This design comes from an exercise in tuning for small area and a short achievable clock period on the open sky130 flow, not from production work.
No run shown here included a check of the RTL's function; only the layout flow was run.

**flow/config.mk**
```make
export PLATFORM = sky130hd
export DESIGN_NAME = pe
export DESIGN_NICKNAME = pe
export VERILOG_FILES = /design/flow/design.v
export SDC_FILE = /design/flow/constraint.sdc
export NUM_CORES = 4
export LEC_CHECK = 0
export CAP_MARGIN = 20
export CORE_MARGIN = 2
export CORE_UTILIZATION = 55
export SETUP_SLACK_MARGIN = 5
export SLEW_MARGIN = 20
export SYNTH_HIERARCHICAL = 1
```
**flow/constraint.sdc**
```tcl
create_clock -name core_clock -period 11.0 [get_ports {clk}]
set_input_delay 2.2000 -clock core_clock [delete_from_list [all_inputs] [get_ports {clk}]]
set_output_delay 2.2000 -clock core_clock [all_outputs]
set_load 0.01 [all_outputs]
```
**flow/design.v**
```verilog
`default_nettype none
`timescale 1ns / 1ps
module pe (
    input wire clk,
    input wire rst,
    input wire [15:0] act,
    input wire [15:0] wgt,
    input wire store,
    input wire reuse,
    input wire [3:0] addr,
    input wire update_out,
    output reg [31:0] out
);
    reg [31:0] accg;              
    reg [31:0] bm_r;              
    reg [7:0] one, two, neg;      
    reg [15:0] r1, r2, r3;        
    reg start;
    wire [31:0] acc_next;
    wire a0 = addr == 4'd0;
    wire a1 = addr == 4'd1;
    wire a2 = addr == 4'd2;
    wire a3 = addr == 4'd3;
    wire [15:0] bm = ({16{~reuse}} & wgt) | ({16{reuse & a1}} & r1)
                   | ({16{reuse & a2}} & r2) | ({16{reuse & a3}} & r3);
    wire [31:0] bsel = rst ? 32'd0 : (reuse & a0) ? acc_next : {16'd0, bm};
    wire keep = ~rst & ~start;
    wire [17:0] ax = {1'b0, act, 1'b0};
    wire [7:0] one_d, two_d;
    genvar g;
    generate for (g = 0; g < 8; g = g + 1) begin : enc
        assign one_d[g] = ax[2*g+1] ^ ax[2*g];
        assign two_d[g] = (ax[2*g+2] & ~ax[2*g+1] & ~ax[2*g]) | (~ax[2*g+2] & ax[2*g+1] & ax[2*g]);
    end endgenerate
    wire [32:0] Bx = {bm_r, 1'b0};
    wire [31:0] pp0;
    wire [29:0] pp1;
    wire [27:0] pp2;
    wire [25:0] pp3;
    wire [23:0] pp4;
    wire [21:0] pp5;
    wire [19:0] pp6;
    wire [17:0] pp7;
    generate for (g = 0; g < 32; g = g + 1) begin : pp
        if (g > 0 && g < 32) pe_bsel b0 (.one(one[0]), .two(two[0]), .neg(neg[0]), .b1(Bx[g+1]), .b0(Bx[g]), .p(pp0[g]));
        if (g > 0 && g < 30) pe_bsel b1 (.one(one[1]), .two(two[1]), .neg(neg[1]), .b1(Bx[g+1]), .b0(Bx[g]), .p(pp1[g]));
        if (g > 0 && g < 28) pe_bsel b2 (.one(one[2]), .two(two[2]), .neg(neg[2]), .b1(Bx[g+1]), .b0(Bx[g]), .p(pp2[g]));
        if (g > 0 && g < 26) pe_bsel b3 (.one(one[3]), .two(two[3]), .neg(neg[3]), .b1(Bx[g+1]), .b0(Bx[g]), .p(pp3[g]));
        if (g > 0 && g < 24) pe_bsel b4 (.one(one[4]), .two(two[4]), .neg(neg[4]), .b1(Bx[g+1]), .b0(Bx[g]), .p(pp4[g]));
        if (g > 0 && g < 22) pe_bsel b5 (.one(one[5]), .two(two[5]), .neg(neg[5]), .b1(Bx[g+1]), .b0(Bx[g]), .p(pp5[g]));
        if (g > 0 && g < 20) pe_bsel b6 (.one(one[6]), .two(two[6]), .neg(neg[6]), .b1(Bx[g+1]), .b0(Bx[g]), .p(pp6[g]));
        if (g > 0 && g < 18) pe_bsel b7 (.one(one[7]), .two(two[7]), .neg(neg[7]), .b1(Bx[g+1]), .b0(Bx[g]), .p(pp7[g]));
    end endgenerate
    assign pp0[0] = (one[0] & bm_r[0]) ^ neg[0];
    assign pp1[0] = (one[1] & bm_r[0]) ^ neg[1];
    assign pp2[0] = (one[2] & bm_r[0]) ^ neg[2];
    assign pp3[0] = (one[3] & bm_r[0]) ^ neg[3];
    assign pp4[0] = (one[4] & bm_r[0]) ^ neg[4];
    assign pp5[0] = (one[5] & bm_r[0]) ^ neg[5];
    assign pp6[0] = (one[6] & bm_r[0]) ^ neg[6];
    assign pp7[0] = (one[7] & bm_r[0]) ^ neg[7];
    wire [31:0] acc_s_g = accg;
    wire [15:0] pp8 = {16{neg[7]}} & bm_r[15:0];      
    wire hs1, hc1;
    pe_ha u0 (.a(acc_s_g[14]), .b(neg[7]), .s(hs1), .co(hc1));
    wire hs2, hc2;
    pe_ha u1 (.a(acc_s_g[15]), .b(pp0[15]), .s(hs2), .co(hc2));
    wire fs1, fc1;
    pe_fa u2 (.a(acc_s_g[16]), .b(pp8[0]), .c(pp0[16]), .s(fs1), .co(fc1));
    wire fs2, fc2;
    pe_fa u3 (.a(acc_s_g[17]), .b(pp8[1]), .c(pp0[17]), .s(fs2), .co(fc2));
    wire fs3, fc3;
    pe_fa u4 (.a(acc_s_g[18]), .b(pp8[2]), .c(pp0[18]), .s(fs3), .co(fc3));
    wire fs4, fc4;
    pe_fa u5 (.a(acc_s_g[19]), .b(pp8[3]), .c(pp0[19]), .s(fs4), .co(fc4));
    wire fs5, fc5;
    pe_fa u6 (.a(acc_s_g[20]), .b(pp8[4]), .c(pp0[20]), .s(fs5), .co(fc5));
    wire fs6, fc6;
    pe_fa u7 (.a(acc_s_g[21]), .b(pp8[5]), .c(pp0[21]), .s(fs6), .co(fc6));
    wire fs7, fc7;
    pe_fa u8 (.a(acc_s_g[22]), .b(pp8[6]), .c(pp0[22]), .s(fs7), .co(fc7));
    wire fs8, fc8;
    pe_fa u9 (.a(acc_s_g[23]), .b(pp8[7]), .c(pp0[23]), .s(fs8), .co(fc8));
    wire fs9, fc9;
    pe_fa u10 (.a(acc_s_g[24]), .b(pp8[8]), .c(pp0[24]), .s(fs9), .co(fc9));
    wire fs10, fc10;
    pe_fa u11 (.a(acc_s_g[25]), .b(pp8[9]), .c(pp0[25]), .s(fs10), .co(fc10));
    wire fs11, fc11;
    pe_fa u12 (.a(acc_s_g[26]), .b(pp8[10]), .c(pp0[26]), .s(fs11), .co(fc11));
    wire fs12, fc12;
    pe_fa u13 (.a(acc_s_g[27]), .b(pp8[11]), .c(pp0[27]), .s(fs12), .co(fc12));
    wire fs13, fc13;
    pe_fa u14 (.a(acc_s_g[28]), .b(pp8[12]), .c(pp0[28]), .s(fs13), .co(fc13));
    wire fs14, fc14;
    pe_fa u15 (.a(acc_s_g[29]), .b(pp8[13]), .c(pp0[29]), .s(fs14), .co(fc14));
    wire fs15, fc15;
    pe_fa u16 (.a(acc_s_g[30]), .b(pp8[14]), .c(pp0[30]), .s(fs15), .co(fc15));
    wire fs16, fc16;
    pe_fa u17 (.a(acc_s_g[31]), .b(pp8[15]), .c(pp0[31]), .s(fs16), .co(fc16));
    wire hs3, hc3;
    pe_ha u18 (.a(acc_s_g[8]), .b(neg[4]), .s(hs3), .co(hc3));
    wire hs4, hc4;
    pe_ha u19 (.a(acc_s_g[9]), .b(pp0[9]), .s(hs4), .co(hc4));
    wire fs17, fc17;
    pe_fa u20 (.a(acc_s_g[10]), .b(neg[5]), .c(pp0[10]), .s(fs17), .co(fc17));
    wire hs5, hc5;
    pe_ha u21 (.a(pp1[8]), .b(pp2[6]), .s(hs5), .co(hc5));
    wire fs18, fc18;
    pe_fa u22 (.a(acc_s_g[11]), .b(pp0[11]), .c(pp1[9]), .s(fs18), .co(fc18));
    wire hs6, hc6;
    pe_ha u23 (.a(pp2[7]), .b(pp3[5]), .s(hs6), .co(hc6));
    wire fs19, fc19;
    pe_fa u24 (.a(acc_s_g[12]), .b(neg[6]), .c(pp0[12]), .s(fs19), .co(fc19));
    wire fs20, fc20;
    pe_fa u25 (.a(pp1[10]), .b(pp2[8]), .c(pp3[6]), .s(fs20), .co(fc20));
    wire hs7, hc7;
    pe_ha u26 (.a(pp4[4]), .b(pp5[2]), .s(hs7), .co(hc7));
    wire fs21, fc21;
    pe_fa u27 (.a(acc_s_g[13]), .b(pp0[13]), .c(pp1[11]), .s(fs21), .co(fc21));
    wire fs22, fc22;
    pe_fa u28 (.a(pp2[9]), .b(pp3[7]), .c(pp4[5]), .s(fs22), .co(fc22));
    wire hs8, hc8;
    pe_ha u29 (.a(pp5[3]), .b(pp6[1]), .s(hs8), .co(hc8));
    wire fs23, fc23;
    pe_fa u30 (.a(hs1), .b(pp0[14]), .c(pp1[12]), .s(fs23), .co(fc23));
    wire fs24, fc24;
    pe_fa u31 (.a(pp2[10]), .b(pp3[8]), .c(pp4[6]), .s(fs24), .co(fc24));
    wire fs25, fc25;
    pe_fa u32 (.a(pp5[4]), .b(pp6[2]), .c(pp7[0]), .s(fs25), .co(fc25));
    wire fs26, fc26;
    pe_fa u33 (.a(hc1), .b(pp1[13]), .c(pp2[11]), .s(fs26), .co(fc26));
    wire fs27, fc27;
    pe_fa u34 (.a(pp3[9]), .b(pp4[7]), .c(pp5[5]), .s(fs27), .co(fc27));
    wire fs28, fc28;
    pe_fa u35 (.a(pp6[3]), .b(pp7[1]), .c(hs2), .s(fs28), .co(fc28));
    wire fs29, fc29;
    pe_fa u36 (.a(pp1[14]), .b(pp2[12]), .c(pp3[10]), .s(fs29), .co(fc29));
    wire fs30, fc30;
    pe_fa u37 (.a(pp4[8]), .b(pp5[6]), .c(pp6[4]), .s(fs30), .co(fc30));
    wire fs31, fc31;
    pe_fa u38 (.a(pp7[2]), .b(hc2), .c(fs1), .s(fs31), .co(fc31));
    wire fs32, fc32;
    pe_fa u39 (.a(pp1[15]), .b(pp2[13]), .c(pp3[11]), .s(fs32), .co(fc32));
    wire fs33, fc33;
    pe_fa u40 (.a(pp4[9]), .b(pp5[7]), .c(pp6[5]), .s(fs33), .co(fc33));
    wire fs34, fc34;
    pe_fa u41 (.a(pp7[3]), .b(fc1), .c(fs2), .s(fs34), .co(fc34));
    wire fs35, fc35;
    pe_fa u42 (.a(pp1[16]), .b(pp2[14]), .c(pp3[12]), .s(fs35), .co(fc35));
    wire fs36, fc36;
    pe_fa u43 (.a(pp4[10]), .b(pp5[8]), .c(pp6[6]), .s(fs36), .co(fc36));
    wire fs37, fc37;
    pe_fa u44 (.a(pp7[4]), .b(fc2), .c(fs3), .s(fs37), .co(fc37));
    wire fs38, fc38;
    pe_fa u45 (.a(pp1[17]), .b(pp2[15]), .c(pp3[13]), .s(fs38), .co(fc38));
    wire fs39, fc39;
    pe_fa u46 (.a(pp4[11]), .b(pp5[9]), .c(pp6[7]), .s(fs39), .co(fc39));
    wire fs40, fc40;
    pe_fa u47 (.a(pp7[5]), .b(fc3), .c(fs4), .s(fs40), .co(fc40));
    wire fs41, fc41;
    pe_fa u48 (.a(pp1[18]), .b(pp2[16]), .c(pp3[14]), .s(fs41), .co(fc41));
    wire fs42, fc42;
    pe_fa u49 (.a(pp4[12]), .b(pp5[10]), .c(pp6[8]), .s(fs42), .co(fc42));
    wire fs43, fc43;
    pe_fa u50 (.a(pp7[6]), .b(fc4), .c(fs5), .s(fs43), .co(fc43));
    wire fs44, fc44;
    pe_fa u51 (.a(pp1[19]), .b(pp2[17]), .c(pp3[15]), .s(fs44), .co(fc44));
    wire fs45, fc45;
    pe_fa u52 (.a(pp4[13]), .b(pp5[11]), .c(pp6[9]), .s(fs45), .co(fc45));
    wire fs46, fc46;
    pe_fa u53 (.a(pp7[7]), .b(fc5), .c(fs6), .s(fs46), .co(fc46));
    wire fs47, fc47;
    pe_fa u54 (.a(pp1[20]), .b(pp2[18]), .c(pp3[16]), .s(fs47), .co(fc47));
    wire fs48, fc48;
    pe_fa u55 (.a(pp4[14]), .b(pp5[12]), .c(pp6[10]), .s(fs48), .co(fc48));
    wire fs49, fc49;
    pe_fa u56 (.a(pp7[8]), .b(fc6), .c(fs7), .s(fs49), .co(fc49));
    wire fs50, fc50;
    pe_fa u57 (.a(pp1[21]), .b(pp2[19]), .c(pp3[17]), .s(fs50), .co(fc50));
    wire fs51, fc51;
    pe_fa u58 (.a(pp4[15]), .b(pp5[13]), .c(pp6[11]), .s(fs51), .co(fc51));
    wire fs52, fc52;
    pe_fa u59 (.a(pp7[9]), .b(fc7), .c(fs8), .s(fs52), .co(fc52));
    wire fs53, fc53;
    pe_fa u60 (.a(pp1[22]), .b(pp2[20]), .c(pp3[18]), .s(fs53), .co(fc53));
    wire fs54, fc54;
    pe_fa u61 (.a(pp4[16]), .b(pp5[14]), .c(pp6[12]), .s(fs54), .co(fc54));
    wire fs55, fc55;
    pe_fa u62 (.a(pp7[10]), .b(fc8), .c(fs9), .s(fs55), .co(fc55));
    wire fs56, fc56;
    pe_fa u63 (.a(pp1[23]), .b(pp2[21]), .c(pp3[19]), .s(fs56), .co(fc56));
    wire fs57, fc57;
    pe_fa u64 (.a(pp4[17]), .b(pp5[15]), .c(pp6[13]), .s(fs57), .co(fc57));
    wire fs58, fc58;
    pe_fa u65 (.a(pp7[11]), .b(fc9), .c(fs10), .s(fs58), .co(fc58));
    wire fs59, fc59;
    pe_fa u66 (.a(pp1[24]), .b(pp2[22]), .c(pp3[20]), .s(fs59), .co(fc59));
    wire fs60, fc60;
    pe_fa u67 (.a(pp4[18]), .b(pp5[16]), .c(pp6[14]), .s(fs60), .co(fc60));
    wire fs61, fc61;
    pe_fa u68 (.a(pp7[12]), .b(fc10), .c(fs11), .s(fs61), .co(fc61));
    wire fs62, fc62;
    pe_fa u69 (.a(pp1[25]), .b(pp2[23]), .c(pp3[21]), .s(fs62), .co(fc62));
    wire fs63, fc63;
    pe_fa u70 (.a(pp4[19]), .b(pp5[17]), .c(pp6[15]), .s(fs63), .co(fc63));
    wire fs64, fc64;
    pe_fa u71 (.a(pp7[13]), .b(fc11), .c(fs12), .s(fs64), .co(fc64));
    wire fs65, fc65;
    pe_fa u72 (.a(pp1[26]), .b(pp2[24]), .c(pp3[22]), .s(fs65), .co(fc65));
    wire fs66, fc66;
    pe_fa u73 (.a(pp4[20]), .b(pp5[18]), .c(pp6[16]), .s(fs66), .co(fc66));
    wire fs67, fc67;
    pe_fa u74 (.a(pp7[14]), .b(fc12), .c(fs13), .s(fs67), .co(fc67));
    wire fs68, fc68;
    pe_fa u75 (.a(pp1[27]), .b(pp2[25]), .c(pp3[23]), .s(fs68), .co(fc68));
    wire fs69, fc69;
    pe_fa u76 (.a(pp4[21]), .b(pp5[19]), .c(pp6[17]), .s(fs69), .co(fc69));
    wire fs70, fc70;
    pe_fa u77 (.a(pp7[15]), .b(fc13), .c(fs14), .s(fs70), .co(fc70));
    wire fs71, fc71;
    pe_fa u78 (.a(pp1[28]), .b(pp2[26]), .c(pp3[24]), .s(fs71), .co(fc71));
    wire fs72, fc72;
    pe_fa u79 (.a(pp4[22]), .b(pp5[20]), .c(pp6[18]), .s(fs72), .co(fc72));
    wire fs73, fc73;
    pe_fa u80 (.a(pp7[16]), .b(fc14), .c(fs15), .s(fs73), .co(fc73));
    wire fs74, fc74;
    pe_fa u81 (.a(pp1[29]), .b(pp2[27]), .c(pp3[25]), .s(fs74), .co(fc74));
    wire fs75, fc75;
    pe_fa u82 (.a(pp4[23]), .b(pp5[21]), .c(pp6[19]), .s(fs75), .co(fc75));
    wire fs76, fc76;
    pe_fa u83 (.a(pp7[17]), .b(fc15), .c(fs16), .s(fs76), .co(fc76));
    wire hs9, hc9;
    pe_ha u84 (.a(acc_s_g[4]), .b(neg[2]), .s(hs9), .co(hc9));
    wire hs10, hc10;
    pe_ha u85 (.a(acc_s_g[5]), .b(pp0[5]), .s(hs10), .co(hc10));
    wire fs77, fc77;
    pe_fa u86 (.a(acc_s_g[6]), .b(neg[3]), .c(pp0[6]), .s(fs77), .co(fc77));
    wire hs11, hc11;
    pe_ha u87 (.a(pp1[4]), .b(pp2[2]), .s(hs11), .co(hc11));
    wire fs78, fc78;
    pe_fa u88 (.a(acc_s_g[7]), .b(pp0[7]), .c(pp1[5]), .s(fs78), .co(fc78));
    wire hs12, hc12;
    pe_ha u89 (.a(pp2[3]), .b(pp3[1]), .s(hs12), .co(hc12));
    wire fs79, fc79;
    pe_fa u90 (.a(hs3), .b(pp0[8]), .c(pp1[6]), .s(fs79), .co(fc79));
    wire fs80, fc80;
    pe_fa u91 (.a(pp2[4]), .b(pp3[2]), .c(pp4[0]), .s(fs80), .co(fc80));
    wire fs81, fc81;
    pe_fa u92 (.a(hc3), .b(pp1[7]), .c(pp2[5]), .s(fs81), .co(fc81));
    wire fs82, fc82;
    pe_fa u93 (.a(pp3[3]), .b(pp4[1]), .c(hs4), .s(fs82), .co(fc82));
    wire fs83, fc83;
    pe_fa u94 (.a(pp3[4]), .b(pp4[2]), .c(pp5[0]), .s(fs83), .co(fc83));
    wire fs84, fc84;
    pe_fa u95 (.a(hc4), .b(hs5), .c(fs17), .s(fs84), .co(fc84));
    wire fs85, fc85;
    pe_fa u96 (.a(pp4[3]), .b(pp5[1]), .c(hc5), .s(fs85), .co(fc85));
    wire fs86, fc86;
    pe_fa u97 (.a(hs6), .b(fc17), .c(fs18), .s(fs86), .co(fc86));
    wire fs87, fc87;
    pe_fa u98 (.a(pp6[0]), .b(hc6), .c(hs7), .s(fs87), .co(fc87));
    wire fs88, fc88;
    pe_fa u99 (.a(fs19), .b(fc18), .c(fs20), .s(fs88), .co(fc88));
    wire fs89, fc89;
    pe_fa u100 (.a(hc7), .b(hs8), .c(fc19), .s(fs89), .co(fc89));
    wire fs90, fc90;
    pe_fa u101 (.a(fc20), .b(fs21), .c(fs22), .s(fs90), .co(fc90));
    wire fs91, fc91;
    pe_fa u102 (.a(hc8), .b(fc21), .c(fc22), .s(fs91), .co(fc91));
    wire fs92, fc92;
    pe_fa u103 (.a(fs23), .b(fs24), .c(fs25), .s(fs92), .co(fc92));
    wire fs93, fc93;
    pe_fa u104 (.a(fc23), .b(fc24), .c(fc25), .s(fs93), .co(fc93));
    wire fs94, fc94;
    pe_fa u105 (.a(fs26), .b(fs27), .c(fs28), .s(fs94), .co(fc94));
    wire fs95, fc95;
    pe_fa u106 (.a(fc26), .b(fc27), .c(fs29), .s(fs95), .co(fc95));
    wire fs96, fc96;
    pe_fa u107 (.a(fs30), .b(fc28), .c(fs31), .s(fs96), .co(fc96));
    wire fs97, fc97;
    pe_fa u108 (.a(fc29), .b(fc30), .c(fs32), .s(fs97), .co(fc97));
    wire fs98, fc98;
    pe_fa u109 (.a(fs33), .b(fc31), .c(fs34), .s(fs98), .co(fc98));
    wire fs99, fc99;
    pe_fa u110 (.a(fc32), .b(fc33), .c(fs35), .s(fs99), .co(fc99));
    wire fs100, fc100;
    pe_fa u111 (.a(fs36), .b(fc34), .c(fs37), .s(fs100), .co(fc100));
    wire fs101, fc101;
    pe_fa u112 (.a(fc35), .b(fc36), .c(fs38), .s(fs101), .co(fc101));
    wire fs102, fc102;
    pe_fa u113 (.a(fs39), .b(fc37), .c(fs40), .s(fs102), .co(fc102));
    wire fs103, fc103;
    pe_fa u114 (.a(fc38), .b(fc39), .c(fs41), .s(fs103), .co(fc103));
    wire fs104, fc104;
    pe_fa u115 (.a(fs42), .b(fc40), .c(fs43), .s(fs104), .co(fc104));
    wire fs105, fc105;
    pe_fa u116 (.a(fc41), .b(fc42), .c(fs44), .s(fs105), .co(fc105));
    wire fs106, fc106;
    pe_fa u117 (.a(fs45), .b(fc43), .c(fs46), .s(fs106), .co(fc106));
    wire fs107, fc107;
    pe_fa u118 (.a(fc44), .b(fc45), .c(fs47), .s(fs107), .co(fc107));
    wire fs108, fc108;
    pe_fa u119 (.a(fs48), .b(fc46), .c(fs49), .s(fs108), .co(fc108));
    wire fs109, fc109;
    pe_fa u120 (.a(fc47), .b(fc48), .c(fs50), .s(fs109), .co(fc109));
    wire fs110, fc110;
    pe_fa u121 (.a(fs51), .b(fc49), .c(fs52), .s(fs110), .co(fc110));
    wire fs111, fc111;
    pe_fa u122 (.a(fc50), .b(fc51), .c(fs53), .s(fs111), .co(fc111));
    wire fs112, fc112;
    pe_fa u123 (.a(fs54), .b(fc52), .c(fs55), .s(fs112), .co(fc112));
    wire fs113, fc113;
    pe_fa u124 (.a(fc53), .b(fc54), .c(fs56), .s(fs113), .co(fc113));
    wire fs114, fc114;
    pe_fa u125 (.a(fs57), .b(fc55), .c(fs58), .s(fs114), .co(fc114));
    wire fs115, fc115;
    pe_fa u126 (.a(fc56), .b(fc57), .c(fs59), .s(fs115), .co(fc115));
    wire fs116, fc116;
    pe_fa u127 (.a(fs60), .b(fc58), .c(fs61), .s(fs116), .co(fc116));
    wire fs117, fc117;
    pe_fa u128 (.a(fc59), .b(fc60), .c(fs62), .s(fs117), .co(fc117));
    wire fs118, fc118;
    pe_fa u129 (.a(fs63), .b(fc61), .c(fs64), .s(fs118), .co(fc118));
    wire fs119, fc119;
    pe_fa u130 (.a(fc62), .b(fc63), .c(fs65), .s(fs119), .co(fc119));
    wire fs120, fc120;
    pe_fa u131 (.a(fs66), .b(fc64), .c(fs67), .s(fs120), .co(fc120));
    wire fs121, fc121;
    pe_fa u132 (.a(fc65), .b(fc66), .c(fs68), .s(fs121), .co(fc121));
    wire fs122, fc122;
    pe_fa u133 (.a(fs69), .b(fc67), .c(fs70), .s(fs122), .co(fc122));
    wire fs123, fc123;
    pe_fa u134 (.a(fc68), .b(fc69), .c(fs71), .s(fs123), .co(fc123));
    wire fs124, fc124;
    pe_fa u135 (.a(fs72), .b(fc70), .c(fs73), .s(fs124), .co(fc124));
    wire fs125, fc125;
    pe_fa u136 (.a(fc71), .b(fc72), .c(fs74), .s(fs125), .co(fc125));
    wire fs126, fc126;
    pe_fa u137 (.a(fs75), .b(fc73), .c(fs76), .s(fs126), .co(fc126));
    wire hs13, hc13;
    pe_ha u138 (.a(acc_s_g[2]), .b(neg[1]), .s(hs13), .co(hc13));
    wire hs14, hc14;
    pe_ha u139 (.a(acc_s_g[3]), .b(pp0[3]), .s(hs14), .co(hc14));
    wire fs127, fc127;
    pe_fa u140 (.a(hs9), .b(pp0[4]), .c(pp1[2]), .s(fs127), .co(fc127));
    wire fs128, fc128;
    pe_fa u141 (.a(hc9), .b(pp1[3]), .c(pp2[1]), .s(fs128), .co(fc128));
    wire fs129, fc129;
    pe_fa u142 (.a(pp3[0]), .b(hc10), .c(hs11), .s(fs129), .co(fc129));
    wire fs130, fc130;
    pe_fa u143 (.a(hc11), .b(hs12), .c(fc77), .s(fs130), .co(fc130));
    wire fs131, fc131;
    pe_fa u144 (.a(hc12), .b(fc78), .c(fs79), .s(fs131), .co(fc131));
    wire fs132, fc132;
    pe_fa u145 (.a(fc79), .b(fc80), .c(fs81), .s(fs132), .co(fc132));
    wire fs133, fc133;
    pe_fa u146 (.a(fc81), .b(fs83), .c(fc82), .s(fs133), .co(fc133));
    wire fs134, fc134;
    pe_fa u147 (.a(fc83), .b(fs85), .c(fc84), .s(fs134), .co(fc134));
    wire fs135, fc135;
    pe_fa u148 (.a(fc85), .b(fs87), .c(fc86), .s(fs135), .co(fc135));
    wire fs136, fc136;
    pe_fa u149 (.a(fc87), .b(fs89), .c(fc88), .s(fs136), .co(fc136));
    wire fs137, fc137;
    pe_fa u150 (.a(fc89), .b(fc90), .c(fs91), .s(fs137), .co(fc137));
    wire fs138, fc138;
    pe_fa u151 (.a(fc91), .b(fc92), .c(fs93), .s(fs138), .co(fc138));
    wire fs139, fc139;
    pe_fa u152 (.a(fc93), .b(fs95), .c(fc94), .s(fs139), .co(fc139));
    wire fs140, fc140;
    pe_fa u153 (.a(fc95), .b(fs97), .c(fc96), .s(fs140), .co(fc140));
    wire fs141, fc141;
    pe_fa u154 (.a(fc97), .b(fs99), .c(fc98), .s(fs141), .co(fc141));
    wire fs142, fc142;
    pe_fa u155 (.a(fc99), .b(fs101), .c(fc100), .s(fs142), .co(fc142));
    wire fs143, fc143;
    pe_fa u156 (.a(fc101), .b(fs103), .c(fc102), .s(fs143), .co(fc143));
    wire fs144, fc144;
    pe_fa u157 (.a(fc103), .b(fs105), .c(fc104), .s(fs144), .co(fc144));
    wire fs145, fc145;
    pe_fa u158 (.a(fc105), .b(fs107), .c(fc106), .s(fs145), .co(fc145));
    wire fs146, fc146;
    pe_fa u159 (.a(fc107), .b(fs109), .c(fc108), .s(fs146), .co(fc146));
    wire fs147, fc147;
    pe_fa u160 (.a(fc109), .b(fs111), .c(fc110), .s(fs147), .co(fc147));
    wire fs148, fc148;
    pe_fa u161 (.a(fc111), .b(fs113), .c(fc112), .s(fs148), .co(fc148));
    wire fs149, fc149;
    pe_fa u162 (.a(fc113), .b(fs115), .c(fc114), .s(fs149), .co(fc149));
    wire fs150, fc150;
    pe_fa u163 (.a(fc115), .b(fs117), .c(fc116), .s(fs150), .co(fc150));
    wire fs151, fc151;
    pe_fa u164 (.a(fc117), .b(fs119), .c(fc118), .s(fs151), .co(fc151));
    wire fs152, fc152;
    pe_fa u165 (.a(fc119), .b(fs121), .c(fc120), .s(fs152), .co(fc152));
    wire fs153, fc153;
    pe_fa u166 (.a(fc121), .b(fs123), .c(fc122), .s(fs153), .co(fc153));
    wire fs154, fc154;
    pe_fa u167 (.a(fc123), .b(fs125), .c(fc124), .s(fs154), .co(fc154));
    wire hs15, hc15;
    pe_ha u168 (.a(acc_s_g[0]), .b(neg[0]), .s(hs15), .co(hc15));
    wire hs16, hc16;
    pe_ha u169 (.a(acc_s_g[1]), .b(pp0[1]), .s(hs16), .co(hc16));
    wire fs155, fc155;
    pe_fa u170 (.a(hs13), .b(pp0[2]), .c(pp1[0]), .s(fs155), .co(fc155));
    wire fs156, fc156;
    pe_fa u171 (.a(hc13), .b(pp1[1]), .c(hs14), .s(fs156), .co(fc156));
    wire fs157, fc157;
    pe_fa u172 (.a(pp2[0]), .b(hc14), .c(fs127), .s(fs157), .co(fc157));
    wire fs158, fc158;
    pe_fa u173 (.a(hs10), .b(fc127), .c(fs128), .s(fs158), .co(fc158));
    wire fs159, fc159;
    pe_fa u174 (.a(fs77), .b(fc128), .c(fs129), .s(fs159), .co(fc159));
    wire fs160, fc160;
    pe_fa u175 (.a(fs78), .b(fc129), .c(fs130), .s(fs160), .co(fc160));
    wire fs161, fc161;
    pe_fa u176 (.a(fs80), .b(fc130), .c(fs131), .s(fs161), .co(fc161));
    wire fs162, fc162;
    pe_fa u177 (.a(fs82), .b(fc131), .c(fs132), .s(fs162), .co(fc162));
    wire fs163, fc163;
    pe_fa u178 (.a(fs84), .b(fc132), .c(fs133), .s(fs163), .co(fc163));
    wire fs164, fc164;
    pe_fa u179 (.a(fs86), .b(fc133), .c(fs134), .s(fs164), .co(fc164));
    wire fs165, fc165;
    pe_fa u180 (.a(fs88), .b(fc134), .c(fs135), .s(fs165), .co(fc165));
    wire fs166, fc166;
    pe_fa u181 (.a(fs90), .b(fc135), .c(fs136), .s(fs166), .co(fc166));
    wire fs167, fc167;
    pe_fa u182 (.a(fs92), .b(fc136), .c(fs137), .s(fs167), .co(fc167));
    wire fs168, fc168;
    pe_fa u183 (.a(fs94), .b(fc137), .c(fs138), .s(fs168), .co(fc168));
    wire fs169, fc169;
    pe_fa u184 (.a(fs96), .b(fc138), .c(fs139), .s(fs169), .co(fc169));
    wire fs170, fc170;
    pe_fa u185 (.a(fs98), .b(fc139), .c(fs140), .s(fs170), .co(fc170));
    wire fs171, fc171;
    pe_fa u186 (.a(fs100), .b(fc140), .c(fs141), .s(fs171), .co(fc171));
    wire fs172, fc172;
    pe_fa u187 (.a(fs102), .b(fc141), .c(fs142), .s(fs172), .co(fc172));
    wire fs173, fc173;
    pe_fa u188 (.a(fs104), .b(fc142), .c(fs143), .s(fs173), .co(fc173));
    wire fs174, fc174;
    pe_fa u189 (.a(fs106), .b(fc143), .c(fs144), .s(fs174), .co(fc174));
    wire fs175, fc175;
    pe_fa u190 (.a(fs108), .b(fc144), .c(fs145), .s(fs175), .co(fc175));
    wire fs176, fc176;
    pe_fa u191 (.a(fs110), .b(fc145), .c(fs146), .s(fs176), .co(fc176));
    wire fs177, fc177;
    pe_fa u192 (.a(fs112), .b(fc146), .c(fs147), .s(fs177), .co(fc177));
    wire fs178, fc178;
    pe_fa u193 (.a(fs114), .b(fc147), .c(fs148), .s(fs178), .co(fc178));
    wire fs179, fc179;
    pe_fa u194 (.a(fs116), .b(fc148), .c(fs149), .s(fs179), .co(fc179));
    wire fs180, fc180;
    pe_fa u195 (.a(fs118), .b(fc149), .c(fs150), .s(fs180), .co(fc180));
    wire fs181, fc181;
    pe_fa u196 (.a(fs120), .b(fc150), .c(fs151), .s(fs181), .co(fc181));
    wire fs182, fc182;
    pe_fa u197 (.a(fs122), .b(fc151), .c(fs152), .s(fs182), .co(fc182));
    wire fs183, fc183;
    pe_fa u198 (.a(fs124), .b(fc152), .c(fs153), .s(fs183), .co(fc183));
    wire fs184, fc184;
    pe_fa u199 (.a(fs126), .b(fc153), .c(fs154), .s(fs184), .co(fc184));
    wire [31:0] row_a = {fc183, fc182, fc181, fc180, fc179, fc178, fc177, fc176, fc175, fc174, fc173, fc172, fc171, fc170, fc169, fc168, fc167, fc166, fc165, fc164, fc163, fc162, fc161, fc160, fc159, fc158, fc157, fc156, fc155, hc16, hc15, hs15};
    wire [31:0] row_b = {fs184, fs183, fs182, fs181, fs180, fs179, fs178, fs177, fs176, fs175, fs174, fs173, fs172, fs171, fs170, fs169, fs168, fs167, fs166, fs165, fs164, fs163, fs162, fs161, fs160, fs159, fs158, fs157, fs156, fs155, hs16, pp0[0]};
    wire [31:0] cg0 = row_a & row_b;
    wire [31:0] cp0 = row_a ^ row_b;
    wire [31:0] cg1, cp1;
    assign cg1[0] = cg0[0]; assign cp1[0] = cp0[0];
    assign cg1[1] = cg0[1] | (cp0[1] & cg0[0]); assign cp1[1] = cp0[1] & cp0[0];
    assign cg1[2] = cg0[2] | (cp0[2] & cg0[1]); assign cp1[2] = cp0[2] & cp0[1];
    assign cg1[3] = cg0[3] | (cp0[3] & cg0[2]); assign cp1[3] = cp0[3] & cp0[2];
    assign cg1[4] = cg0[4] | (cp0[4] & cg0[3]); assign cp1[4] = cp0[4] & cp0[3];
    assign cg1[5] = cg0[5] | (cp0[5] & cg0[4]); assign cp1[5] = cp0[5] & cp0[4];
    assign cg1[6] = cg0[6] | (cp0[6] & cg0[5]); assign cp1[6] = cp0[6] & cp0[5];
    assign cg1[7] = cg0[7] | (cp0[7] & cg0[6]); assign cp1[7] = cp0[7] & cp0[6];
    assign cg1[8] = cg0[8] | (cp0[8] & cg0[7]); assign cp1[8] = cp0[8] & cp0[7];
    assign cg1[9] = cg0[9] | (cp0[9] & cg0[8]); assign cp1[9] = cp0[9] & cp0[8];
    assign cg1[10] = cg0[10] | (cp0[10] & cg0[9]); assign cp1[10] = cp0[10] & cp0[9];
    assign cg1[11] = cg0[11] | (cp0[11] & cg0[10]); assign cp1[11] = cp0[11] & cp0[10];
    assign cg1[12] = cg0[12] | (cp0[12] & cg0[11]); assign cp1[12] = cp0[12] & cp0[11];
    assign cg1[13] = cg0[13] | (cp0[13] & cg0[12]); assign cp1[13] = cp0[13] & cp0[12];
    assign cg1[14] = cg0[14] | (cp0[14] & cg0[13]); assign cp1[14] = cp0[14] & cp0[13];
    assign cg1[15] = cg0[15] | (cp0[15] & cg0[14]); assign cp1[15] = cp0[15] & cp0[14];
    assign cg1[16] = cg0[16] | (cp0[16] & cg0[15]); assign cp1[16] = cp0[16] & cp0[15];
    assign cg1[17] = cg0[17] | (cp0[17] & cg0[16]); assign cp1[17] = cp0[17] & cp0[16];
    assign cg1[18] = cg0[18] | (cp0[18] & cg0[17]); assign cp1[18] = cp0[18] & cp0[17];
    assign cg1[19] = cg0[19] | (cp0[19] & cg0[18]); assign cp1[19] = cp0[19] & cp0[18];
    assign cg1[20] = cg0[20] | (cp0[20] & cg0[19]); assign cp1[20] = cp0[20] & cp0[19];
    assign cg1[21] = cg0[21] | (cp0[21] & cg0[20]); assign cp1[21] = cp0[21] & cp0[20];
    assign cg1[22] = cg0[22] | (cp0[22] & cg0[21]); assign cp1[22] = cp0[22] & cp0[21];
    assign cg1[23] = cg0[23] | (cp0[23] & cg0[22]); assign cp1[23] = cp0[23] & cp0[22];
    assign cg1[24] = cg0[24] | (cp0[24] & cg0[23]); assign cp1[24] = cp0[24] & cp0[23];
    assign cg1[25] = cg0[25] | (cp0[25] & cg0[24]); assign cp1[25] = cp0[25] & cp0[24];
    assign cg1[26] = cg0[26] | (cp0[26] & cg0[25]); assign cp1[26] = cp0[26] & cp0[25];
    assign cg1[27] = cg0[27] | (cp0[27] & cg0[26]); assign cp1[27] = cp0[27] & cp0[26];
    assign cg1[28] = cg0[28] | (cp0[28] & cg0[27]); assign cp1[28] = cp0[28] & cp0[27];
    assign cg1[29] = cg0[29] | (cp0[29] & cg0[28]); assign cp1[29] = cp0[29] & cp0[28];
    assign cg1[30] = cg0[30] | (cp0[30] & cg0[29]); assign cp1[30] = cp0[30] & cp0[29];
    assign cg1[31] = cg0[31] | (cp0[31] & cg0[30]); assign cp1[31] = cp0[31] & cp0[30];
    wire [31:0] cg2, cp2;
    assign cg2[0] = cg1[0]; assign cp2[0] = cp1[0];
    assign cg2[1] = cg1[1]; assign cp2[1] = cp1[1];
    assign cg2[2] = cg1[2] | (cp1[2] & cg1[0]); assign cp2[2] = cp1[2] & cp1[0];
    assign cg2[3] = cg1[3] | (cp1[3] & cg1[1]); assign cp2[3] = cp1[3] & cp1[1];
    assign cg2[4] = cg1[4] | (cp1[4] & cg1[2]); assign cp2[4] = cp1[4] & cp1[2];
    assign cg2[5] = cg1[5] | (cp1[5] & cg1[3]); assign cp2[5] = cp1[5] & cp1[3];
    assign cg2[6] = cg1[6] | (cp1[6] & cg1[4]); assign cp2[6] = cp1[6] & cp1[4];
    assign cg2[7] = cg1[7] | (cp1[7] & cg1[5]); assign cp2[7] = cp1[7] & cp1[5];
    assign cg2[8] = cg1[8] | (cp1[8] & cg1[6]); assign cp2[8] = cp1[8] & cp1[6];
    assign cg2[9] = cg1[9] | (cp1[9] & cg1[7]); assign cp2[9] = cp1[9] & cp1[7];
    assign cg2[10] = cg1[10] | (cp1[10] & cg1[8]); assign cp2[10] = cp1[10] & cp1[8];
    assign cg2[11] = cg1[11] | (cp1[11] & cg1[9]); assign cp2[11] = cp1[11] & cp1[9];
    assign cg2[12] = cg1[12] | (cp1[12] & cg1[10]); assign cp2[12] = cp1[12] & cp1[10];
    assign cg2[13] = cg1[13] | (cp1[13] & cg1[11]); assign cp2[13] = cp1[13] & cp1[11];
    assign cg2[14] = cg1[14] | (cp1[14] & cg1[12]); assign cp2[14] = cp1[14] & cp1[12];
    assign cg2[15] = cg1[15] | (cp1[15] & cg1[13]); assign cp2[15] = cp1[15] & cp1[13];
    assign cg2[16] = cg1[16] | (cp1[16] & cg1[14]); assign cp2[16] = cp1[16] & cp1[14];
    assign cg2[17] = cg1[17] | (cp1[17] & cg1[15]); assign cp2[17] = cp1[17] & cp1[15];
    assign cg2[18] = cg1[18] | (cp1[18] & cg1[16]); assign cp2[18] = cp1[18] & cp1[16];
    assign cg2[19] = cg1[19] | (cp1[19] & cg1[17]); assign cp2[19] = cp1[19] & cp1[17];
    assign cg2[20] = cg1[20] | (cp1[20] & cg1[18]); assign cp2[20] = cp1[20] & cp1[18];
    assign cg2[21] = cg1[21] | (cp1[21] & cg1[19]); assign cp2[21] = cp1[21] & cp1[19];
    assign cg2[22] = cg1[22] | (cp1[22] & cg1[20]); assign cp2[22] = cp1[22] & cp1[20];
    assign cg2[23] = cg1[23] | (cp1[23] & cg1[21]); assign cp2[23] = cp1[23] & cp1[21];
    assign cg2[24] = cg1[24] | (cp1[24] & cg1[22]); assign cp2[24] = cp1[24] & cp1[22];
    assign cg2[25] = cg1[25] | (cp1[25] & cg1[23]); assign cp2[25] = cp1[25] & cp1[23];
    assign cg2[26] = cg1[26] | (cp1[26] & cg1[24]); assign cp2[26] = cp1[26] & cp1[24];
    assign cg2[27] = cg1[27] | (cp1[27] & cg1[25]); assign cp2[27] = cp1[27] & cp1[25];
    assign cg2[28] = cg1[28] | (cp1[28] & cg1[26]); assign cp2[28] = cp1[28] & cp1[26];
    assign cg2[29] = cg1[29] | (cp1[29] & cg1[27]); assign cp2[29] = cp1[29] & cp1[27];
    assign cg2[30] = cg1[30] | (cp1[30] & cg1[28]); assign cp2[30] = cp1[30] & cp1[28];
    assign cg2[31] = cg1[31] | (cp1[31] & cg1[29]); assign cp2[31] = cp1[31] & cp1[29];
    wire [31:0] cg3, cp3;
    assign cg3[0] = cg2[0]; assign cp3[0] = cp2[0];
    assign cg3[1] = cg2[1]; assign cp3[1] = cp2[1];
    assign cg3[2] = cg2[2]; assign cp3[2] = cp2[2];
    assign cg3[3] = cg2[3]; assign cp3[3] = cp2[3];
    assign cg3[4] = cg2[4] | (cp2[4] & cg2[0]); assign cp3[4] = cp2[4] & cp2[0];
    assign cg3[5] = cg2[5] | (cp2[5] & cg2[1]); assign cp3[5] = cp2[5] & cp2[1];
    assign cg3[6] = cg2[6] | (cp2[6] & cg2[2]); assign cp3[6] = cp2[6] & cp2[2];
    assign cg3[7] = cg2[7] | (cp2[7] & cg2[3]); assign cp3[7] = cp2[7] & cp2[3];
    assign cg3[8] = cg2[8] | (cp2[8] & cg2[4]); assign cp3[8] = cp2[8] & cp2[4];
    assign cg3[9] = cg2[9] | (cp2[9] & cg2[5]); assign cp3[9] = cp2[9] & cp2[5];
    assign cg3[10] = cg2[10] | (cp2[10] & cg2[6]); assign cp3[10] = cp2[10] & cp2[6];
    assign cg3[11] = cg2[11] | (cp2[11] & cg2[7]); assign cp3[11] = cp2[11] & cp2[7];
    assign cg3[12] = cg2[12] | (cp2[12] & cg2[8]); assign cp3[12] = cp2[12] & cp2[8];
    assign cg3[13] = cg2[13] | (cp2[13] & cg2[9]); assign cp3[13] = cp2[13] & cp2[9];
    assign cg3[14] = cg2[14] | (cp2[14] & cg2[10]); assign cp3[14] = cp2[14] & cp2[10];
    assign cg3[15] = cg2[15] | (cp2[15] & cg2[11]); assign cp3[15] = cp2[15] & cp2[11];
    assign cg3[16] = cg2[16] | (cp2[16] & cg2[12]); assign cp3[16] = cp2[16] & cp2[12];
    assign cg3[17] = cg2[17] | (cp2[17] & cg2[13]); assign cp3[17] = cp2[17] & cp2[13];
    assign cg3[18] = cg2[18] | (cp2[18] & cg2[14]); assign cp3[18] = cp2[18] & cp2[14];
    assign cg3[19] = cg2[19] | (cp2[19] & cg2[15]); assign cp3[19] = cp2[19] & cp2[15];
    assign cg3[20] = cg2[20] | (cp2[20] & cg2[16]); assign cp3[20] = cp2[20] & cp2[16];
    assign cg3[21] = cg2[21] | (cp2[21] & cg2[17]); assign cp3[21] = cp2[21] & cp2[17];
    assign cg3[22] = cg2[22] | (cp2[22] & cg2[18]); assign cp3[22] = cp2[22] & cp2[18];
    assign cg3[23] = cg2[23] | (cp2[23] & cg2[19]); assign cp3[23] = cp2[23] & cp2[19];
    assign cg3[24] = cg2[24] | (cp2[24] & cg2[20]); assign cp3[24] = cp2[24] & cp2[20];
    assign cg3[25] = cg2[25] | (cp2[25] & cg2[21]); assign cp3[25] = cp2[25] & cp2[21];
    assign cg3[26] = cg2[26] | (cp2[26] & cg2[22]); assign cp3[26] = cp2[26] & cp2[22];
    assign cg3[27] = cg2[27] | (cp2[27] & cg2[23]); assign cp3[27] = cp2[27] & cp2[23];
    assign cg3[28] = cg2[28] | (cp2[28] & cg2[24]); assign cp3[28] = cp2[28] & cp2[24];
    assign cg3[29] = cg2[29] | (cp2[29] & cg2[25]); assign cp3[29] = cp2[29] & cp2[25];
    assign cg3[30] = cg2[30] | (cp2[30] & cg2[26]); assign cp3[30] = cp2[30] & cp2[26];
    assign cg3[31] = cg2[31] | (cp2[31] & cg2[27]); assign cp3[31] = cp2[31] & cp2[27];
    wire [31:0] cg4, cp4;
    assign cg4[0] = cg3[0]; assign cp4[0] = cp3[0];
    assign cg4[1] = cg3[1]; assign cp4[1] = cp3[1];
    assign cg4[2] = cg3[2]; assign cp4[2] = cp3[2];
    assign cg4[3] = cg3[3]; assign cp4[3] = cp3[3];
    assign cg4[4] = cg3[4]; assign cp4[4] = cp3[4];
    assign cg4[5] = cg3[5]; assign cp4[5] = cp3[5];
    assign cg4[6] = cg3[6]; assign cp4[6] = cp3[6];
    assign cg4[7] = cg3[7]; assign cp4[7] = cp3[7];
    assign cg4[8] = cg3[8] | (cp3[8] & cg3[0]); assign cp4[8] = cp3[8] & cp3[0];
    assign cg4[9] = cg3[9] | (cp3[9] & cg3[1]); assign cp4[9] = cp3[9] & cp3[1];
    assign cg4[10] = cg3[10] | (cp3[10] & cg3[2]); assign cp4[10] = cp3[10] & cp3[2];
    assign cg4[11] = cg3[11] | (cp3[11] & cg3[3]); assign cp4[11] = cp3[11] & cp3[3];
    assign cg4[12] = cg3[12] | (cp3[12] & cg3[4]); assign cp4[12] = cp3[12] & cp3[4];
    assign cg4[13] = cg3[13] | (cp3[13] & cg3[5]); assign cp4[13] = cp3[13] & cp3[5];
    assign cg4[14] = cg3[14] | (cp3[14] & cg3[6]); assign cp4[14] = cp3[14] & cp3[6];
    assign cg4[15] = cg3[15] | (cp3[15] & cg3[7]); assign cp4[15] = cp3[15] & cp3[7];
    assign cg4[16] = cg3[16] | (cp3[16] & cg3[8]); assign cp4[16] = cp3[16] & cp3[8];
    assign cg4[17] = cg3[17] | (cp3[17] & cg3[9]); assign cp4[17] = cp3[17] & cp3[9];
    assign cg4[18] = cg3[18] | (cp3[18] & cg3[10]); assign cp4[18] = cp3[18] & cp3[10];
    assign cg4[19] = cg3[19] | (cp3[19] & cg3[11]); assign cp4[19] = cp3[19] & cp3[11];
    assign cg4[20] = cg3[20] | (cp3[20] & cg3[12]); assign cp4[20] = cp3[20] & cp3[12];
    assign cg4[21] = cg3[21] | (cp3[21] & cg3[13]); assign cp4[21] = cp3[21] & cp3[13];
    assign cg4[22] = cg3[22] | (cp3[22] & cg3[14]); assign cp4[22] = cp3[22] & cp3[14];
    assign cg4[23] = cg3[23] | (cp3[23] & cg3[15]); assign cp4[23] = cp3[23] & cp3[15];
    assign cg4[24] = cg3[24] | (cp3[24] & cg3[16]); assign cp4[24] = cp3[24] & cp3[16];
    assign cg4[25] = cg3[25] | (cp3[25] & cg3[17]); assign cp4[25] = cp3[25] & cp3[17];
    assign cg4[26] = cg3[26] | (cp3[26] & cg3[18]); assign cp4[26] = cp3[26] & cp3[18];
    assign cg4[27] = cg3[27] | (cp3[27] & cg3[19]); assign cp4[27] = cp3[27] & cp3[19];
    assign cg4[28] = cg3[28] | (cp3[28] & cg3[20]); assign cp4[28] = cp3[28] & cp3[20];
    assign cg4[29] = cg3[29] | (cp3[29] & cg3[21]); assign cp4[29] = cp3[29] & cp3[21];
    assign cg4[30] = cg3[30] | (cp3[30] & cg3[22]); assign cp4[30] = cp3[30] & cp3[22];
    assign cg4[31] = cg3[31] | (cp3[31] & cg3[23]); assign cp4[31] = cp3[31] & cp3[23];
    wire [31:0] cg5, cp5;
    assign cg5[0] = cg4[0]; assign cp5[0] = cp4[0];
    assign cg5[1] = cg4[1]; assign cp5[1] = cp4[1];
    assign cg5[2] = cg4[2]; assign cp5[2] = cp4[2];
    assign cg5[3] = cg4[3]; assign cp5[3] = cp4[3];
    assign cg5[4] = cg4[4]; assign cp5[4] = cp4[4];
    assign cg5[5] = cg4[5]; assign cp5[5] = cp4[5];
    assign cg5[6] = cg4[6]; assign cp5[6] = cp4[6];
    assign cg5[7] = cg4[7]; assign cp5[7] = cp4[7];
    assign cg5[8] = cg4[8]; assign cp5[8] = cp4[8];
    assign cg5[9] = cg4[9]; assign cp5[9] = cp4[9];
    assign cg5[10] = cg4[10]; assign cp5[10] = cp4[10];
    assign cg5[11] = cg4[11]; assign cp5[11] = cp4[11];
    assign cg5[12] = cg4[12]; assign cp5[12] = cp4[12];
    assign cg5[13] = cg4[13]; assign cp5[13] = cp4[13];
    assign cg5[14] = cg4[14]; assign cp5[14] = cp4[14];
    assign cg5[15] = cg4[15]; assign cp5[15] = cp4[15];
    assign cg5[16] = cg4[16] | (cp4[16] & cg4[0]); assign cp5[16] = cp4[16] & cp4[0];
    assign cg5[17] = cg4[17] | (cp4[17] & cg4[1]); assign cp5[17] = cp4[17] & cp4[1];
    assign cg5[18] = cg4[18] | (cp4[18] & cg4[2]); assign cp5[18] = cp4[18] & cp4[2];
    assign cg5[19] = cg4[19] | (cp4[19] & cg4[3]); assign cp5[19] = cp4[19] & cp4[3];
    assign cg5[20] = cg4[20] | (cp4[20] & cg4[4]); assign cp5[20] = cp4[20] & cp4[4];
    assign cg5[21] = cg4[21] | (cp4[21] & cg4[5]); assign cp5[21] = cp4[21] & cp4[5];
    assign cg5[22] = cg4[22] | (cp4[22] & cg4[6]); assign cp5[22] = cp4[22] & cp4[6];
    assign cg5[23] = cg4[23] | (cp4[23] & cg4[7]); assign cp5[23] = cp4[23] & cp4[7];
    assign cg5[24] = cg4[24] | (cp4[24] & cg4[8]); assign cp5[24] = cp4[24] & cp4[8];
    assign cg5[25] = cg4[25] | (cp4[25] & cg4[9]); assign cp5[25] = cp4[25] & cp4[9];
    assign cg5[26] = cg4[26] | (cp4[26] & cg4[10]); assign cp5[26] = cp4[26] & cp4[10];
    assign cg5[27] = cg4[27] | (cp4[27] & cg4[11]); assign cp5[27] = cp4[27] & cp4[11];
    assign cg5[28] = cg4[28] | (cp4[28] & cg4[12]); assign cp5[28] = cp4[28] & cp4[12];
    assign cg5[29] = cg4[29] | (cp4[29] & cg4[13]); assign cp5[29] = cp4[29] & cp4[13];
    assign cg5[30] = cg4[30] | (cp4[30] & cg4[14]); assign cp5[30] = cp4[30] & cp4[14];
    assign cg5[31] = cg4[31] | (cp4[31] & cg4[15]); assign cp5[31] = cp4[31] & cp4[15];
    assign acc_next = cp0 ^ {cg5[30:0], 1'b0};
    always @(posedge clk) begin
        bm_r <= bsel;
        one <= one_d;
        two <= two_d;
        neg <= {act[15], act[13], act[11], act[9], act[7], act[5], act[3], act[1]};
        accg <= {32{keep}} & acc_next;
        if (rst) begin
            r1 <= 16'd0;
            r2 <= 16'd0;
            r3 <= 16'd0;
            out <= 32'd0;
            start <= 1'b0;
        end else begin
            if (store && a1) r1 <= wgt;
            if (store && a2) r2 <= wgt;
            if (store && a3) r3 <= wgt;
            if (update_out) out <= acc_next;
            start <= update_out;
        end
    end
endmodule
module pe_bsel (input wire one, input wire two, input wire neg, input wire b1, input wire b0, output wire p);
    assign p = ((one & b1) | (two & b0)) ^ neg;
endmodule
module pe_fa (input wire a, input wire b, input wire c, output wire s, output wire co);
    assign s = a ^ b ^ c;
    assign co = (a & b) | (a & c) | (b & c);
endmodule
module pe_ha (input wire a, input wire b, output wire s, output wire co);
    assign s = a ^ b;
    assign co = a & b;
endmodule
```
**flow/flow/run.sh**
```bash
#!/bin/bash
# Layout flow: the standard synthesis unchanged; after the floorplan every
# combinational cell is set to its smallest drive strength (downsize.tcl), then the standard flow's
# standard layout continues, with timing repair upsizing what the timing needs.
set -euo pipefail
here=$(pwd)
bash standard.sh synth > synth.log 2>&1
bash standard.sh floorplan > floorplan.log 2>&1
odb=$(ls $here/orfs/results/*/pe/base/2_floorplan.odb)
DS_ODB=$odb openroad -no_init -exit flow/downsize.tcl > downsize.log 2>&1
bash standard.sh 'BUFFER_PORTS_ARGS=-buffer_cell sky130_fd_sc_hd__buf_2' SETUP_SLACK_MARGIN=6 finish > layout.log 2>&1
```
**flow/flow/downsize.tcl**
```tcl
# Set every combinational standard cell to the smallest drive strength of the same
# function; timing repair later in the flow upsizes the cells that need it.
# Flip-flops, tap cells and port buffers are left alone.
set odb_file $::env(DS_ODB)
read_db $odb_file
set db [ord::get_db]
set block [ord::get_db_block]
set skip {dfxtp dfxbp dfrtp dfrbp dfstp dfsbp edfxtp sdfxtp tapvpwrvgnd conb clkbuf clkinv}
set n 0
foreach inst [$block getInsts] {
  set m [$inst getMaster]
  set name [$m getName]
  if {![regexp {^sky130_fd_sc_hd__(\w+)_(\d+)$} $name -> base drive]} { continue }
  if {[lsearch -exact $skip $base] >= 0} { continue }
  set best ""
  set best_area [expr {[$m getWidth] * [$m getHeight]}]
  foreach d {0 1 2} {
    if {$d >= $drive} { break }
    set cand [$db findMaster "sky130_fd_sc_hd__${base}_$d"]
    if {$cand eq "NULL" || $cand eq ""} { continue }
    set a [expr {[$cand getWidth] * [$cand getHeight]}]
    if {$a < $best_area} { set best $cand; set best_area $a }
  }
  if {$best ne ""} {
    $inst swapMaster $best
    incr n
  }
}
puts "downsized $n instances"
write_db $odb_file
```
**flow/standard.sh**
```bash
#!/bin/bash
# synth_recipe.tcl (not shown) runs the flow's synth.tcl, then flattens the netlist and writes it again
# the make line also repeats each setting of config.mk as NAME=value (left out here)
make -C /OpenROAD-flow-scripts/flow DESIGN_CONFIG=/design/flow/config.mk WORK_HOME=/design/flow/orfs CLKGATE_MAP_FILE= SYNTH_SCRIPT=/design/flow/synth_recipe.tcl "${@:-finish}"
```
==> run summary, run 1 <==
- 1st-iter DRT viols: 1656
- Worst rel slew slack: 39.5%
- Syn Std Cell Area: 15700 um^2
- Syn Nets: 1759
- Worst Setup Start Kind: register
- Required time worst endpoint: 11310 ps
- Final Hold Viols: 0
- Top cell type by total area after synthesis: fa_1
- Worst-Skew Late Latency: 450 ps
- Number of global-route vias before repair: 12600
- Tcrit/Tclk final: 46.4%
- Wirelength per Cell: 24.9 um
- CP most frequent cell: fa_2
- Final wirelength: 49600 um
- Final GP Congestion: 0.932
- Highest Clock Rate: 196 MHz
- Layout Skew: 16.4 ps
- Syn avg cell area: 10.6 um^2
- WP data arrival: 5420 ps
- Post-layout min period: 5110 ps
- Syn Inst Count: 1486
- Initial antenna violation count: 0
- Crit-path slowest cell: fa_2
- Slew @ Worst Pin: 907 ps
- DP Area: 15500 um^2
- RSZ-0062 raised after global routing: true
- Final setup fails: 0
- Vias per cell: 6.36
- Hold Path Class: reg2reg
- Clock Tree Root: clkbuf_16
- Top cells by area, synth: fa_1, dfxtp_1, a22oi_2
- Antenna viol nets, final: 0
- Core ar.: 28000 um^2
- Finished Core Util: 63.1%
- Async set or reset register ratio after synthesis: 0%
- Hold_ws: 458 ps
- Layout area overhead: 12.3%
- Primary FF master, synth: dfxtp_1
- Grt ovf: 0
- Max cap viols: 0
- Synth top area share: 23.5%
- Starting Density: 56.2%
- Register area: 3450 um^2
- CTS sink count: 169
- Largest net degree at the start of global routing: 52
- IO Count: 73
- Post-DP HPWL: 34000 um
- Slowest cell delay on critical path: 580 ps
- Outcome: finished clean
- Number of synthesized register bits: 169
- Register area share after synthesis: 21.5%
- Std cell rows: 61
- Yosys cell types: 73
- Die width: 173 um
- Post-synth EDFFs: 0
- CTS buffer count: 17
- Setup CP Type: reg2reg
- Area of the multi-input gates: 11900 um^2
- DR vias: 12700
- First-pass GRT wire length: 76700 um
- Die area: 30000 um^2
- CP max FO: 8
- Fin area: 17700 um^2
- Fin nets: 1875
- Fraction of layout cells with a size suffix above 1: 21.5%
- DRC Markers: 0
- Setup TNS: 0 ps
- DRT Pass-1 Iters: 6
- Fin. max-slew vios: 0
- Ant diodes: 0
- CTS tree: done
- CP Capture Type: register
- Synth warnings: 7
- CTS H-tree depth: 4
- CTS Buffer Depth: 2
- Total Routing Usage GR: 33.2%
- Die Y: 173 um
- I/O Buffers: 72
- Clock transition at the registers of the reported paths: 70 ps
- CP Cell Sequence: buf_12, a22oi_2, xnor2_1, fa_1, fa_2, fa_2, fa_2, fa_1, ha_4, a211o_1, o32ai_4, a41oi_2, a311oi_2, xnor2_1, nor2_1
- # fillers: 2333
-- through the flow --
| step | instances | setup slack, ps |
|---|---|---|
| floorplan | 1486 | 5150 |
| global placement | 1905 | 4920 |
| detailed placement | 1905 | 4950 |
| CTS | 1958 | 5850 |
| global route | 1993 | 5780 |
| finish | 1993 | 5890 |
-- per-module statistics from Yosys (local to each module, per instance) --
module,copies in the design,cell area (um^2),flops+latches,cells
pe,1,7780,169,902
pe_bsel,192,21.3,0,2
pe_fa,184,20.0,0,1
pe_ha,16,12.5,0,1
-- critical path, delay by kind of cell (launching register included) --
family,cells,cell delay (ps)
compound gates,5,1390
buf+inv,1,140
flops,1,360
xor+xnor,2,280
simple gates,1,70
fa+ha+maj,6,2700
-- logic make-up after synthesis --
group | share of synthesized area [%]
compound gates | 25.2
simple gates | 10.1
xor+xnor | 13.2
fa+ha+maj | 27.3
flops | 21.5
buf+inv | 2.17
mux | 0.572
-- Yosys cell counts (9+ instances only) --
master    instances
a21o_1            9
a21oi_1          73
a221oi_1         27
a22oi_1          18
a22oi_2         192
a31oi_1          12
and2_1           22
clkbuf_1         47
dfxtp_1         169
fa_1            185
ha_1             47
inv_1            10
mux2i_1           9
nand2_1         151
nand3b_1          9
nand4_1          12
nor2_1           84
nor3_1           16
o21ai_0          30
xnor2_1         215
xor2_1           22
-- area by class of cell --
type / count / share of cell area, %
flip-flops and latches: 169 / 19.5
clock buffers: 17 / 2.41
multi-input cells: 1245 / 67.5
clock inverters: 15 / 1.01
inverters: 12 / 0.255
repair buffers: 157 / 6.65
well taps: 378 / 2.68
-- placed cells by master (no fill, tap or decap), types with 19 or more instances in the layout --
master    netlist  layout
fa_1          185     166
o21ai_0        30      21
xnor2_1       215     206
nand2_1       151     151
nor2_1         84      82
a22oi_1        18     200
and2_1         22      21
a221oi_1       27      26
buf_4           0      66
fa_2            0      19
buf_2           6      72
ha_1           47      28
a21oi_1        73      66
dfxtp_1       169     141
-- timing repair --
item	4_1_cts	5_1_grt
hold buffers	0	0
resized for setup	145	95
setup buffers	18	35
pin swaps	48	60
gates cloned	3	0
setup endpoints to repair	64	53
-- routing by layer --
layer	vias to the layer above	GRT usage (%)	wire, um
met3	74	9.30	4970
met5	-	0	0
li1	5549	-	-
met1	6389	49.4	22300
met4	0	9.43	954
met2	663	47.0	21300
-- path summary, 6_finish.rpt --
kind | end | from | cells past startpoint | slack (ps)
min reg2reg | r1[5]$_SDFFE_PP0P_ | r1[5]$_SDFFE_PP0P_ | 2 | 460
max | bm_r[31]$_SDFF_PP0_ | one[0]$_DFF_P_ | 15 | 5890
min | r1[5]$_SDFFE_PP0P_ | r1[5]$_SDFFE_PP0P_ | 2 | 460
max reg2reg | bm_r[31]$_SDFF_PP0_ | one[0]$_DFF_P_ | 15 | 5890
-- registers in the layout, summed over array words and instances, names as in the netlist --
signal,count
accg,32
bm_r,32
out,32
r1,16
r2,16
r3,16
neg,8
one,8
two,8
start,1
==> run 2, diff against run 1 <==
--- a/flow/config.mk
+++ b/flow/config.mk
@@ -8,6 +8,7 @@
 export CAP_MARGIN = 20
 export CORE_MARGIN = 2
 export CORE_UTILIZATION = 55
+export GPL_TIMING_DRIVEN = 0
 export SETUP_SLACK_MARGIN = 5
 export SLEW_MARGIN = 20
 export SYNTH_HIERARCHICAL = 1
==> run summary, run 2 <==
- Post-DP HPWL: 35300 um (+4.0%)
- Die area: 30000 um^2 (unchanged)
- Hold Buf Count CTS: 0 (unchanged)
- Syn Std Cell Area: 15700 um^2 (unchanged)
- Max cap viols: 0 (unchanged)
- Vias per cell: 6.41 (+0.79%)
- Ant diodes: 0 (unchanged)
- Synth warnings: 7 (unchanged)
- Syn avg cell area: 10.6 um^2 (unchanged)
- Slew @ Worst Pin: 825 ps (-81.6 ps)
- Starting Density: 56.2% (unchanged)
- Register area share after synthesis: 21.5% (unchanged)
- Worst Setup Start Kind: register
- Die Y: 173 um (unchanged)
- Syn Nets: 1759 (unchanged)
- Wirelength per Cell: 25.8 um (+3.9%)
- Largest family of logic cells by synthesized area: adder cells
- Async set or reset register ratio after synthesis: 0% (unchanged)
- Total Routing Usage GR: 34.7% (+1.5 points)
- Yosys cell types: 73 (unchanged)
- CP Launch Point: one[0]$_DFF_P_
- CTS H-tree depth: 4 (unchanged)
- Post-layout min period: 5350 ps (+236 ps)
- Antenna viol nets, final: 0 (unchanged)
- Core ar.: 28000 um^2 (unchanged)
- CTS buffer count: 17 (unchanged)
- CP max FO: 11 (+3)
- Highest Clock Rate: 187 MHz (-4.4%)
- Syn Inst Count: 1486 (unchanged)
- Layout area overhead: 13.1%
- CTS Buffer Depth: 2 (unchanged)
- Setup TNS: 0 ps (unchanged)
- DR vias: 13000 (+2.6%)
- Most frequent cell after synthesis: xnor2_1
- Initial antenna violation count: 0 (unchanged)
- Reg2Reg Setup Slack: 5650 ps (-240 ps)
- Most frequent cells in the layout: xnor2_1, a22oi_1, fa_1, nand2_1, dfxtp_1
- CP Capture Type: register
- Final GP Congestion: 0.986 (+5.8%)
- Setup CP Type: reg2reg
- Worst rel slew slack: 44.4% (+4.9 points)
- Finished Core Util: 63.6% (+0.48 points)
- Fin nets: 1911 (+1.9%)
- First-pass GRT wire length: 79800 um (+4.1%)
- Placed instance count: 1940 (+1.8%)
- Std cell rows: 61 (unchanged)
- CTS sink count: 169 (unchanged)
- Synth top area share: 23.5% (unchanged)
- Tcrit/Tclk final: 48.6% (+2.1 points)
- R2r startpoint: one[0]$_DFF_P_
- Final setup fails: 0 (unchanged)
- Commonest cells in the netlist: xnor2_1, a22oi_2, fa_1, dfxtp_1, nand2_1
- Clock transition at the registers of the reported paths: 80 ps (about the same)
- Hold Path Class: reg2reg
- Die width: 173 um (unchanged)
- Primary FF master, synth: dfxtp_1
- DRT Pass-1 Iters: 6 (unchanged)
- CTS tree: done
- Number of synthesized register bits: 169 (unchanged)
- Mux cell area share after synthesis: 0.572% (unchanged)
- DRC Markers: 0 (unchanged)
- IO Count: 73 (unchanged)
- WP data arrival: 5660 ps (+240 ps)
- Reg-to-reg critical path endpoint: accg[31]$_DFF_P_
- RSZ-0062 raised after global routing: true
- Layout Skew: 29.2 ps (+12.8 ps)
- Adder-cell share of the synthesized area: 27.3% (unchanged)
- Outcome: finished clean
- Required time worst endpoint: 11310 ps (about the same)
- Top cell type by total area after synthesis: fa_1
- Worst-Skew Late Latency: 470 ps (+20 ps)
- Commonest non-fill, non-tap cell in the layout: xnor2_1
- Number of global-route vias before repair: 13200 (+4.9%)
- Top Registers: accg (32), bm_r (32), out (32)
- Grt ovf: 0 (unchanged)
- Final Hold Viols: 0 (unchanged)
- 1st-iter DRT viols: 1575 (-4.9%)
- Area share of xor/xnor cells in the synthesized design: 13.2% (unchanged)
- Simple-Gate Fraction of Synth Area: 10.1% (unchanged)
- Fraction of layout cells with a size suffix above 1: 20.7% (-0.83 points)
- Largest net degree at the start of global routing: 30 (-42%)
- Post-synth EDFFs: 0 (unchanged)
- Compound-gate portion of the synthesized area: 25.2% (unchanged)
- Fin. max-slew vios: 0 (unchanged)
- Final wirelength: 52400 um (+5.8%)
- I/O Buffers: 68 (-5.6%)
- Clock Tree Root: clkbuf_16
- Non-filler cells, final: 2029 (+1.8%)
- Critical path endpoint: accg[31]$_DFF_P_
- Top cells by area, synth: fa_1, dfxtp_1, a22oi_2
- Reg2reg path depth: 16 (+1)
- # fillers: 2398 (+2.8%)
run 2: cell counts after synthesis:
No cell type changed its count.
run 2: repair_timing:
item,CTS,global route
setup endpoints to repair,57,54
gates resized for setup,167,79
buffers inserted,37,19
pin swaps,46,40
gates cloned,1,0
run 2: worst min path at each step:
stage / startpoint / to / depth (start not counted)
finish: out[22]$_SDFFE_PP0P_ / out[22]$_SDFFE_PP0P_ / 2
global route: r2[7]$_SDFFE_PP0P_ / r2[7]$_SDFFE_PP0P_ / 2
CTS: out[22]$_SDFFE_PP0P_ / out[22]$_SDFFE_PP0P_ / 2
detailed placement: out[24]$_SDFFE_PP0P_ / out[24]$_SDFFE_PP0P_ / 2
global placement: out[25]$_SDFFE_PP0P_ / out[25]$_SDFFE_PP0P_ / 2
floorplan: r2[0]$_SDFFE_PP0P_ / r2[0]$_SDFFE_PP0P_ / 2
run 2: final cells by class:
type	count	area, um^2	share of cell area, %
Clock buffer	18	439	2.47
Clock inverter	14	155	0.871
Inverter	12	45.0	0.253
Multi-Input combinational cell	1245	11700	65.9
Buffer	60	320	1.80
Tap cell	378	473	2.66
Timing Repair Buffer	133	1110	6.22
Sequential cell	169	3540	19.9
run 2: per-layer routing:
metal  GRT usage (%)  part of all wire [%]  vias to the layer above
met5               0                     0                        -
met4            13.9                   3.9                        0
met3            7.76                   9.9                      130
met2            51.4                    44                      722
met1            49.4                    42                     6528
li1                -                     -                     5626
run 2: per-stage QoR:
| step | hold WS (ps) | setup slack, ps | instance area [um^2] |
|---|---|---|---|
| 6_report | 452 | 5650 | 17800 |
| 2_1_floorplan | 436 | 5150 | 15700 |
| 3_5_place_dp | 442 | 4500 | 15700 |
| 4_1_cts | 455 | 5730 | 17300 |
| 3_3_place_gp | 440 | 3820 | 15500 |
| 5_1_grt | 474 | 5520 | 17800 |
run 2: modules after synthesis (local to each module, per instance):
module / cell area (um^2) / times used / flip-flops and latches / cells
pe: 7780 / 1 / 169 / 902
pe_fa: 20.0 / 184 / 0 / 1
pe_bsel: 21.3 / 192 / 0 / 2
pe_ha: 12.5 / 16 / 0 / 1
run 2: worst max-delay path: stages, from the launching register on:
cell      delay, ps
dfxtp_4         360
buf_12          150
a22oi_2         240
xnor2_2         120
fa_1            550
fa_2            450
fa_2            360
fa_2            560
fa_1            430
ha_1            290
a21o_1          220
a211o_1         350
o32ai_4         300
a41oi_2         230
a311oi_2        350
xnor2_1         190
nor2_1           70
run 2: cells by family after synthesis:
kind of cell             count (synthesis)
AO/OA/AOI/OAI                          422
AND/OR/NAND/NOR                        345
buffers and inverters                   72
XOR/XNOR                               237
adder cells (fa/ha/maj)                232
multiplexers                             9
flip-flops                             169

==> re-timing with driven ports <==
How much do the figures lean on ideal ports? The routed layouts below were timed once more, with nothing changed but the port constraints. Step 1: set_driving_cell puts a clkbuf_16 on clk and a buf_2 on each other input, an assumption about the parent block. Step 2 also shifts input and output timing later by t, the mid clock arrival at the registers, as if the neighbouring blocks saw the same clock. a / b / c = ideal / step 1 / step 2; a / b = the first two.
| run | t (ns) | slack for setup (ns) | pins driven straight from the clock port |
|---|---|---|---|
| run 1 | 0.495 | 5.891 / 5.891 / 5.891 | 1 |
| run 2 | 0.508 | 5.655 / 5.655 / 5.655 | 1 |
After both steps setup and hold are still met in every run listed.
